Background: an optimization exercise with open tools, aiming at small area. Do not read the settings as production practice. RTL that was checked went through simulation tests only; none was proved equivalent to the original. No activity file was given, so power comes from the tool's default toggle rates.

red:
==> module timer_top, before the edit <==
module timer_top (
input wire sys_clk,
input wire sys_rst_n,
input wire dbg_mode,
input wire [11:0] tim_paddr,
input wire tim_psel,
input wire tim_penable,
input wire tim_pwrite,
input wire [31:0] tim_pwdata,
input wire [3:0] tim_pstrb,
output reg [31:0] tim_prdata,
output wire tim_pready,
output wire tim_pslverr,
output wire tim_int
);
reg rst_q;    
reg rdy;
always @(posedge sys_clk or negedge sys_rst_n)
	if (!sys_rst_n) rdy <= 1'b0;
	else            rdy <= tim_psel & tim_penable & ~rdy;
wire wr = rdy & tim_pwrite;
wire rd = rdy & ~tim_pwrite;
assign tim_pready = rdy;
wire       a_ok = (tim_paddr[11:5] == 7'd0) && (tim_paddr[1:0] == 2'd0);
wire [2:0] ai   = tim_paddr[4:2];
wire [31:0] d   = tim_pwdata;
wire [3:0]  s   = tim_pstrb;
wire tcr_w   = wr & a_ok & (ai == 3'd0);
wire tdr0_w  = wr & a_ok & (ai == 3'd1);
wire tdr1_w  = wr & a_ok & (ai == 3'd2);
wire tcmp0_w = wr & a_ok & (ai == 3'd3);
wire tcmp1_w = wr & a_ok & (ai == 3'd4);
wire tier_w  = wr & a_ok & (ai == 3'd5) & s[0];
wire tisr_w  = wr & a_ok & (ai == 3'd6) & s[0];
wire thcsr_w = wr & a_ok & (ai == 3'd7) & s[0];
reg       timer_en, div_en, int_en, int_st, halt_req, halt_ack;
reg [3:0] div_val;
wire [3:0] pdv    = d[11:8];
wire       pdv_bad = pdv[3] & (pdv[2:0] != 3'd0);
wire       dv_same = (pdv == div_val);
wire te_clr = tcr_w & ( ((s[1:0] == 2'b11) && (d == 32'h0))
			| (s[0] && timer_en && !div_en && (d[1:0] == 2'b00) && dv_same)
			| (s[0] && timer_en &&  div_en && (d[1:0] == 2'b10) && dv_same) );
wire te_keep = (s[1] & (pdv_bad | timer_en)) | (timer_en & (d[1] ^ div_en));
wire te_nxt  = te_clr ? 1'b0 : ((tcr_w & s[0]) ? (te_keep ? timer_en : d[0]) : timer_en);
wire de_nxt = (tcr_w & s[0] & ~timer_en) ? ((pdv_bad & s[1]) ? div_en : d[1]) : div_en;
wire [3:0] dv_nxt = (tcr_w & s[1] & ~timer_en & ~pdv_bad) ? pdv : div_val;
assign tim_pslverr = tcr_w & ( (timer_en & s[1] & ~dv_same)
			| (timer_en & s[0] & (d[1] ^ div_en))
			| (pdv_bad & s[1]) );
wire halt = halt_req & dbg_mode;
reg  [7:0] int_cnt;
reg        pulse;
wire [7:0] max_nxt;
genvar gi;
generate for (gi = 0; gi < 8; gi = gi + 1) begin : g_max
	assign max_nxt[gi] = dv_nxt[3] | (dv_nxt[2:0] > gi);
end endgenerate
wire dv_nz  = (div_val != 4'd0);
wire cnt_en = ~halt & timer_en & (~div_en | ~dv_nz | pulse);
wire [7:0] ic_nxt = halt ? int_cnt :
		(~div_en | ~timer_en | pulse) ? 8'd0 :
		(dv_nz ? int_cnt + 8'd1 : int_cnt);
wire pulse_nxt = (ic_nxt == max_nxt);
reg  [63:0] cnt;
wire [7:0] blk_one, blk_pre;
wire [63:0] cy;
generate for (gi = 0; gi < 8; gi = gi + 1) begin : g_blk
	assign blk_one[gi] = &cnt[8*gi+7:8*gi];
	if (gi == 0) begin : g0
		assign blk_pre[gi] = 1'b1;
	end else begin : gn
		assign blk_pre[gi] = blk_pre[gi-1] & blk_one[gi-1];
	end
end endgenerate
generate for (gi = 0; gi < 64; gi = gi + 1) begin : g_cy
	if (gi % 8 == 0) begin : gb
		assign cy[gi] = cnt_en & blk_pre[gi/8];
	end else begin : gr
		assign cy[gi] = cy[gi-1] & cnt[gi-1];
	end
end endgenerate
wire [63:0] inc = cnt ^ cy;
wire cnt_clr = (timer_en & ~te_nxt) | ~rst_q;
wire [7:0] wb = {{4{tdr1_w}} & s, {4{tdr0_w}} & s};
reg  [63:0] cnt_nxt;
integer k;
always @(*) begin
	for (k = 0; k < 64; k = k + 1)
		cnt_nxt[k] = cnt_clr ? 1'b0 : (wb[k/8] ? d[k%32] : inc[k]);
end
reg  [63:0] ncmp;    
wire [7:0] cb = {{4{tcmp1_w}} & s, {4{tcmp0_w}} & s} | {8{~rst_q}};
wire [31:0] ncd = ~d & {32{rst_q}};
reg  [63:0] cmp_nxt;
always @(*) begin
	for (k = 0; k < 64; k = k + 1)
		cmp_nxt[k] = cb[k/8] ? ncd[k%32] : ncmp[k];
end
wire [63:0] cmp = ~ncmp;
wire eq = (inc == cmp);
always @(posedge sys_clk or negedge sys_rst_n)
	if (!sys_rst_n) rst_q <= 1'b0;
	else            rst_q <= 1'b1;
always @(posedge sys_clk) begin
	if (!rst_q) begin
		timer_en <= 1'b0;
		div_en   <= 1'b0;
		div_val  <= 4'd1;
		int_en   <= 1'b0;
		int_st   <= 1'b0;
		halt_req <= 1'b0;
		halt_ack <= 1'b0;
		int_cnt  <= 8'd0;
		pulse    <= 1'b0;
	end else begin
		timer_en <= te_nxt;
		div_en   <= de_nxt;
		div_val  <= dv_nxt;
		int_en   <= tier_w ? d[0] : int_en;
		int_st   <= (tisr_w & d[0]) ? 1'b0 : (eq | int_st);
		halt_req <= thcsr_w ? d[0] : halt_req;
		halt_ack <= dbg_mode & halt_req;
		int_cnt  <= ic_nxt;
		pulse    <= pulse_nxt;
	end
end
always @(posedge sys_clk) begin
	cnt  <= cnt_nxt;
	ncmp <= cmp_nxt;
end
assign tim_int = int_en & int_st & rst_q;
always @(*) begin
	tim_prdata = 32'h0;
	if (rd & a_ok)
		case (ai)
			3'd0: tim_prdata = {20'b0, div_val, 6'b0, div_en, timer_en};
			3'd1: tim_prdata = inc[31:0];
			3'd2: tim_prdata = inc[63:32];
			3'd3: tim_prdata = cmp[31:0];
			3'd4: tim_prdata = cmp[63:32];
			3'd5: tim_prdata = {31'b0, int_en};
			3'd6: tim_prdata = {31'b0, int_st};
			3'd7: tim_prdata = {30'b0, halt_ack, halt_req};
		endcase
end
endmodule
==> flow/config.mk <==
export PLATFORM = sky130hd
export DESIGN_NAME = timer_top
export DESIGN_NICKNAME = timer_top
export VERILOG_FILES = /design/flow/design.v
export SDC_FILE = /design/flow/constraint.sdc
export NUM_CORES = 4
export LEC_CHECK = 0
export CAP_MARGIN = 20
export CORE_MARGIN = 2
export CORE_UTILIZATION = 40
export SLEW_MARGIN = 20
==> flow/constraint.sdc <==
create_clock -name core_clock -period 5.5 [get_ports {sys_clk}]
set_input_delay 1.1000 -clock core_clock [delete_from_list [all_inputs] [get_ports {sys_clk}]]
set_output_delay 1.1000 -clock core_clock [all_outputs]
set_load 0.01 [all_outputs]
standard.sh (not shown) runs the stock make flow with config.mk's settings and CLKGATE_MAP_FILE= SYNTH_SCRIPT=/design/flow/synth_recipe.tcl, a recipe that flattens the netlist after the stock synthesis.
==> flow/flow/run.sh <==
#!/bin/bash
# The standard ORFS layout, with:
#  - port buffers of sky130_fd_sc_hd__buf_1
#  - clock tree of clkbuf_8, without dummy loads
#  - the standard flow's synthesis script, with only ABC's mapping script replaced by flow/abc.script
set -o pipefail
here=$(pwd)
export BUFFER_PORTS_ARGS="-buffer_cell sky130_fd_sc_hd__buf_1"
export CTS_ARGS="-sink_clustering_enable -repair_clock_nets -dont_use_dummy_load -buf_list sky130_fd_sc_hd__clkbuf_8"
{
  echo "proc abc {args} {"
  echo "  set i [lsearch -exact \$args -script]"
  echo "  if {\$i >= 0} { lset args [expr {\$i + 1}] $here/flow/abc.script }"
  echo "  yosys abc {*}\$args"
  echo "}"
  cat synth_recipe.tcl
} > my_synth.tcl
sed "s#SYNTH_SCRIPT=[^ ]*#SYNTH_SCRIPT=$here/my_synth.tcl#" standard.sh > my_standard.sh
bash my_standard.sh > standard.log 2>&1
==> flow/flow/abc.script <==
strash
dch
&get -n
&st
&dch
&nf
&put
Ran to the end and failed final checks on setup timing: red.
Modified inputs, blue compared to red
--- a/flow/design.v
+++ b/flow/design.v
@@ -50,18 +50,17 @@
 			| (pdv_bad & s[1]) );
 wire halt = halt_req & dbg_mode;
 reg  [7:0] int_cnt;
-reg        pulse;
-wire [7:0] max_nxt;
+wire [7:0] max_val;
 genvar gi;
 generate for (gi = 0; gi < 8; gi = gi + 1) begin : g_max
-	assign max_nxt[gi] = dv_nxt[3] | (dv_nxt[2:0] > gi);
+	assign max_val[gi] = div_val[3] | (div_val[2:0] > gi);
 end endgenerate
 wire dv_nz  = (div_val != 4'd0);
+wire pulse  = (int_cnt == max_val);
 wire cnt_en = ~halt & timer_en & (~div_en | ~dv_nz | pulse);
 wire [7:0] ic_nxt = halt ? int_cnt :
 		(~div_en | ~timer_en | pulse) ? 8'd0 :
 		(dv_nz ? int_cnt + 8'd1 : int_cnt);
-wire pulse_nxt = (ic_nxt == max_nxt);
 reg  [63:0] cnt;
 wire [7:0] blk_one, blk_pre;
 wire [63:0] cy;
@@ -112,7 +111,6 @@
 		halt_req <= 1'b0;
 		halt_ack <= 1'b0;
 		int_cnt  <= 8'd0;
-		pulse    <= 1'b0;
 	end else begin
 		timer_en <= te_nxt;
 		div_en   <= de_nxt;
@@ -122,7 +120,6 @@
 		halt_req <= thcsr_w ? d[0] : halt_req;
 		halt_ack <= dbg_mode & halt_req;
 		int_cnt  <= ic_nxt;
-		pulse    <= pulse_nxt;
 	end
 end
 always @(posedge sys_clk) begin
--- outcome ---
Finished, but not clean: red, with setup timing.
blue: flow completed, timing, DRC and antenna clean
As of blue, internal power component had fallen slightly compared to red.
red has a higher multi-input gate count than blue.
Of red and blue, the higher part of the power in combinational logic belongs to red.
Going from red to blue, the buffer share of cell area was found to have gone down by 1.6 points.
Looking at clock period minus final worst setup slack across both flows, blue is the stronger of the two, with red trailing.
Re count of inverters not on the clock network in the layout: red and blue aren't equal, and the higher value belongs to red.
blue vs. red: setup slack after layout now larger, proportion of layout cells with a drive suffix above 1 now smaller.
What blue reported for DRC marker count from the first detailed-route iteration has to be multiplied by 1.08 to get the figure for red.
Clock net sink count, red and blue: smaller value in blue
Diff red..blue | height of the chip | negligible
Re setup-violating endpoint count in the final report: red and blue aren't equal, and the higher value belongs to red.
The RTL of red was laid out without a check of its function.

[port drivers added, routing unchanged]
No port has a modelled driver above. Below, the same layouts with a new extraction and two added sets of constraints. Step 1, drivers: a clkbuf_16 drives sys_clk and a buf_2 each remaining input, both assumed. Step 2 adds t to the input delays and takes it off the output delays; t is the mean of the earliest and latest rising clock arrival at the registers after step 1. Input paths then give back, and output paths get back, about the clock's delay inside the block. a / b / c = ideal ports / drivers / drivers and shift; a / b = the first two.
| run | shift t [ns] | slack for setup (ns) | latest minus earliest clock arrival (ns) |
|---|---|---|---|
| red | 0.485 | -0.189 / -0.230 / -0.141 | 0.031 / 0.031 |
| blue | 0.498 | 0.148 / 0.107 / 0.531 | 0.028 / 0.028 |
